Context: an optimization exercise on an open-source flow, tuned for small area, a short achievable clock period and few clock cycles. The choices shown serve that exercise and are no tape-out recipe.
Function was checked by simulation only, so behaviour that the tests miss may differ from the original.

run 3:
==> flow/design.v <==
module ysyx_22050612_divider(
	input clk,
	input rst,
	input div_valid,
	input flush,
	input divw,
	input div_signed,
	input [63:0]dividend,
	input [63:0]divisor,
	output div_ready,
	output out_valid,
	output [63:0]quotient,
	output [63:0]remainder
);
reg        v1;
reg [63:0] xa1, xb1;    
reg        sa1, sb1;    
reg        w1, z1;      
reg [7:0]  la1, lb1;    
reg        busy;        
reg        done;        
reg        itr;         
reg        fxd;         
reg        fixr;        
reg        mayr;        
reg [63:0] rem;         
reg [63:0] dsr;         
reg [63:0] quo;         
reg [63:0] qal;         
reg [4:0]  cnt;         
reg        qneg, rneg;
wire need;              
wire go = v1 & ~busy & ~need;   
wire load1 = ~v1 | go;  
assign div_ready = load1;
assign out_valid = done & ~need;
wire sa = div_signed & (divw ? dividend[31] : dividend[63]);
wire sb = div_signed & (divw ? divisor[31]  : divisor[63]);
wire [63:0] xa = divw ? {32'b0, dividend[31:0] ^ {32{sa}}} : (dividend ^ {64{sa}});
wire [63:0] xb = divw ? {32'b0, divisor[31:0]  ^ {32{sb}}} : (divisor  ^ {64{sb}});
wire        bz = divw ? ~|divisor[31:0] : ~|divisor;
function [5:0] lead(input [31:0] x);
	reg [15:0] v1; reg [3:0] p1 [0:15];
	reg [7:0]  v2; reg [3:0] p2 [0:7];
	reg [3:0]  v3; reg [3:0] p3 [0:3];
	reg [1:0]  v4; reg [3:0] p4 [0:1];
	integer i;
	begin
		for (i = 0; i < 16; i = i + 1) begin
			v1[i] = x[2*i+1] | x[2*i];
			p1[i] = {3'b0, x[2*i+1]};
		end
		for (i = 0; i < 8; i = i + 1) begin
			v2[i] = v1[2*i+1] | v1[2*i];
			p2[i] = v1[2*i+1] ? {2'b0, 1'b1, p1[2*i+1][0]} : {2'b0, 1'b0, p1[2*i][0]};
		end
		for (i = 0; i < 4; i = i + 1) begin
			v3[i] = v2[2*i+1] | v2[2*i];
			p3[i] = v2[2*i+1] ? {1'b0, 1'b1, p2[2*i+1][1:0]} : {1'b0, 1'b0, p2[2*i][1:0]};
		end
		for (i = 0; i < 2; i = i + 1) begin
			v4[i] = v3[2*i+1] | v3[2*i];
			p4[i] = v3[2*i+1] ? {1'b1, p3[2*i+1][2:0]} : {1'b0, p3[2*i][2:0]};
		end
		lead = {v4[1] | v4[0], v4[1] ? {1'b1, p4[1]} : {1'b0, p4[0]}};
	end
endfunction
function [7:0] maglead(input [63:0] x, input s, input w);
	reg [5:0] ph, pl, nh, nl;
	reg [6:0] lp, ln;
	reg       m32, m64;
	begin
		ph = lead(x[63:32]);
		pl = lead(x[31:0]);
		nh = lead(~x[63:32]);
		nl = lead(~x[31:0]);
		lp = (!w && ph[5]) ? {1'b1, 1'b1, ph[4:0]} : {pl[5], 1'b0, pl[4:0]};
		ln = (!w && nh[5]) ? {1'b1, 1'b1, nh[4:0]} : {nl[5], 1'b0, nl[4:0]};
		m32 = &(x[31:1] | ~x[30:0]);
		m64 = m32 & (&(x[63:32] | ~x[62:31]));
		maglead = s ? {ln, w ? m32 : m64} : {lp, 1'b0};
	end
endfunction
wire [7:0] la = maglead(dividend, sa, divw);
wire [7:0] lb = maglead(divisor,  sb, divw);
always @(posedge clk) begin
	if (rst || flush) v1 <= 1'b0;
	else              v1 <= (div_valid & load1) | (v1 & ~go);
end
always @(posedge clk) begin
	if (load1) begin
		xa1 <= xa;
		xb1 <= xb;
		sa1 <= sa;
		sb1 <= sb;
		w1  <= divw;
		z1  <= bz;
		la1 <= la;
		lb1 <= lb;
	end
end
wire [7:0]  sh = {2'b0, la1[6:1]} - {2'b0, lb1[6:1]}
               + {7'b0, la1[0] & la1[7]} - {7'b0, lb1[0] & lb1[7]};
wire        qzero = ~(la1[7] | sa1) | sh[7];
function [63:0] inc(input [63:0] x, input c);
	reg [63:0] t;
	integer i, k, j;
	begin
		t = x;
		for (k = 1; k < 64; k = k * 2)
			for (i = 63; i >= 0; i = i - 1)
				if (i & k) begin
					j = (i & ~(k - 1)) - 1;
					t[i] = t[i] & t[j];
				end
		inc = x ^ ({t[62:0], 1'b1} & {64{c}});
	end
endfunction
wire [63:0] bb = inc(xb1, sb1);
wire [63:0] qz = w1 ? 64'h00000000FFFFFFFF : 64'hFFFFFFFFFFFFFFFF;
wire [66:0] ta = {3'b0, rem};
wire [66:0] t1 = ~{3'b0, dsr};
wire [66:0] t2 = ~{2'b0, dsr, 1'b0};
function [66:0] add1(input [66:0] a, input [66:0] b);
	reg [66:0] g, p, gg, pp;
	integer i, k, j;
	begin
		g = a & b;
		p = a ^ b;
		gg = {g[66:1], g[0] | p[0]};
		pp = p;
		for (k = 1; k < 67; k = k * 2)
			for (i = 66; i >= 0; i = i - 1)
				if (i & k) begin
					j = (i & ~(k - 1)) - 1;
					gg[i] = gg[i] | (pp[i] & gg[j]);
					pp[i] = pp[i] & pp[j];
				end
		add1 = p ^ {gg[65:0], 1'b1};
	end
endfunction
wire [66:0] s1 = add1(ta, t1);
wire [66:0] s2 = add1(ta, t2);
wire [66:0] cs = ta ^ t1 ^ t2;
wire [66:0] cc = {(ta[65:0] & t1[65:0]) | (ta[65:0] & t2[65:0]) | (t1[65:0] & t2[65:0]), 1'b1};
wire [66:0] s3 = add1(cs, cc);
wire ge1 = ~s1[66];
wire ge2 = ~s2[66];
wire ge3 = ~s3[66];
wire [1:0] qd  = {ge2, ge3 | (ge1 & ~ge2)};
wire [1:0] qdm = {ge3, ge2 & ~ge3};           
wire [1:0] qdp = {ge1, ~ge1 | (ge2 & ~ge3)};  
wire [63:0] rnext = ge3 ? s3[63:0] : ge2 ? s2[63:0] : ge1 ? s1[63:0] : rem;
wire last = (cnt == 5'd0);
function low_m1(input [7:0] x, input [7:0] d);
	reg [7:0] p, g;
	begin
		p = x ^ ~d;
		g = x & ~d;
		low_m1 = ~p[0] & (&(p[7:1] ^ g[6:0]));
	end
endfunction
wire m0 = low_m1(rem[7:0], dsr[7:0]);
wire m1 = low_m1(s1[7:0], dsr[7:0]);
wire m2 = low_m1(s2[7:0], dsr[7:0]);
wire m3 = low_m1(s3[7:0], dsr[7:0]);
wire mnext = ge3 ? m3 : ge2 ? m2 : ge1 ? m1 : m0;
always @(posedge clk) begin
	if (rst || flush) begin
		busy <= 1'b0;
		done <= 1'b0;
		fxd  <= 1'b0;
	end else if (go) begin
		busy <= ~(z1 | qzero);
		done <= z1 | qzero;
		fxd  <= 1'b0;
	end else if (need) begin
		done <= 1'b1;
		fxd  <= 1'b1;
	end else begin
		busy <= busy & ~last;
		done <= busy & last;
		fxd  <= 1'b0;
	end
end
always @(posedge clk) begin
	if (go) begin
		rem  <= xa1;
		dsr  <= bb << {sh[5:1], 1'b0};
		quo  <= z1 ? qz : 64'b0;
		qal  <= (sa1 ^ sb1) ? (z1 ? {qz[63:1], 1'b0} : 64'hFFFFFFFFFFFFFFFF) : 64'd1;
		cnt  <= sh[5:1];
		qneg <= sa1 ^ sb1;
		rneg <= sa1;
		itr  <= ~(z1 | qzero);
		fixr <= 1'b0;
	end else if (need) begin
		fixr <= exact;
	end else if (busy) begin
		rem  <= rnext;
		if (!last) dsr <= dsr >> 2;
		quo  <= {quo[61:0], qd};
		if (qneg) qal <= ge1 ? {quo[61:0], qdm} : {qal[61:0], 2'b11};
		else      qal <= ge3 ? {qal[61:0], 2'b00} : {quo[61:0], qdp};
		cnt  <= cnt - 5'd1;
		mayr <= mnext;
	end
end
wire [63:0] ep = rem ^ ~dsr;
wire [63:0] eg = rem & ~dsr;
wire exact = ~ep[0] & (&(ep[63:1] ^ eg[62:0]));
assign need = done & ~fxd & rneg & itr & mayr;
wire fix = fixr;
assign quotient  = qneg ? ~(fix ? quo : qal) : (fix ? qal : quo);
assign remainder = rneg ? (fix ? 64'b0 : ~rem) : rem;
endmodule
==> flow/config.mk <==
export PLATFORM = sky130hd
export DESIGN_NAME = ysyx_22050612_divider
export DESIGN_NICKNAME = ysyx_22050612_divider
export VERILOG_FILES = /design/flow/design.v
export SDC_FILE = /design/flow/constraint.sdc
export NUM_CORES = 4
export LEC_CHECK = 0
export CAP_MARGIN = 20
export CORE_MARGIN = 2
export CORE_UTILIZATION = 40
export SLEW_MARGIN = 20
==> flow/constraint.sdc <==
create_clock -name core_clock -period 10.0 [get_ports {clk}]
set_input_delay 2.0000 -clock core_clock [delete_from_list [all_inputs] [get_ports {clk}]]
set_output_delay 2.0000 -clock core_clock [all_outputs]
set_load 0.01 [all_outputs]
standard.sh (not shown) runs the stock make flow with config.mk's settings and CLKGATE_MAP_FILE= SYNTH_SCRIPT=/design/flow/synth_recipe.tcl, a recipe that flattens the netlist after the stock synthesis.
==> flow/flow/run.sh <==
#!/bin/bash
set -euo pipefail
export SETUP_SLACK_MARGIN=5.7
bash standard.sh > standard.log 2>&1
Testbench counts of run 3, summed over its fixed seeds: cycles 3,812.
> inputs changed (run 3 -> run 5)
Settings: SETUP_SLACK_MARGIN: unset -> 5.
==> flow/run.sh (new file) <==
#!/bin/bash
# synth_recipe.tcl (not shown) runs the flow's synth.tcl, then flattens the netlist and writes it again
# the make line also repeats each setting of config.mk as NAME=value (left out here)
make -C /OpenROAD-flow-scripts/flow DESIGN_CONFIG=/design/flow/config.mk WORK_HOME=/design/flow/orfs CLKGATE_MAP_FILE= SYNTH_SCRIPT=/design/flow/synth_recipe.tcl finish
removed: flow/flow/run.sh
removed: flow/standard.sh
Notes after the runs:
- Post-CTS setup buffer count: run 5 and run 3 compared, lower one is run 5
- Final-layout clock-cell area share for run 5 is higher than for run 3.
- Between run 3 and run 5, share of the clock period used by the worst path after layout increased.
- Changes observed in run 5 relative to run 3: met2 usage in global routing has decreased, count of instances resized after the clock tree is built has decreased, total area of multi-input combinational cells has decreased.

-- afterwards: timing with drivers on the ports --
How much do the figures lean on ideal ports? The routed layouts below were timed once more, with nothing changed but the port constraints. Step 1: set_driving_cell puts a clkbuf_16 on clk and a buf_2 on each other input, an assumption about the parent block. Step 2 adds t to the input delays and takes it off the output delays; t is the mean of the earliest and latest rising clock arrival at the registers after step 1. Input paths then give back, and output paths get back, about the clock's delay inside the block. a / b / c = ideal ports / drivers / drivers and shift; a / b = the first two.
| run | t, ns | slack for setup (ns) | hold slack, ns | worst data-port slew with drivers (ns) | cell pins on the clock port's net |
|---|---|---|---|---|---|
| run 3 | 0.699 | 5.569 / 5.569 / 5.162 | 0.561 / 0.561 / 0.561 | 0.07 | 1 |
| run 5 | 0.695 | 5.062 / 4.988 / 4.683 | 0.541 / 0.541 / 0.541 | 0.08 | 1 |
After both steps setup and hold are still met in every run listed. For run 3, which loses most, drivers alone change the setup slack by 0.000 ns; drivers and shift together by -0.407 ns.
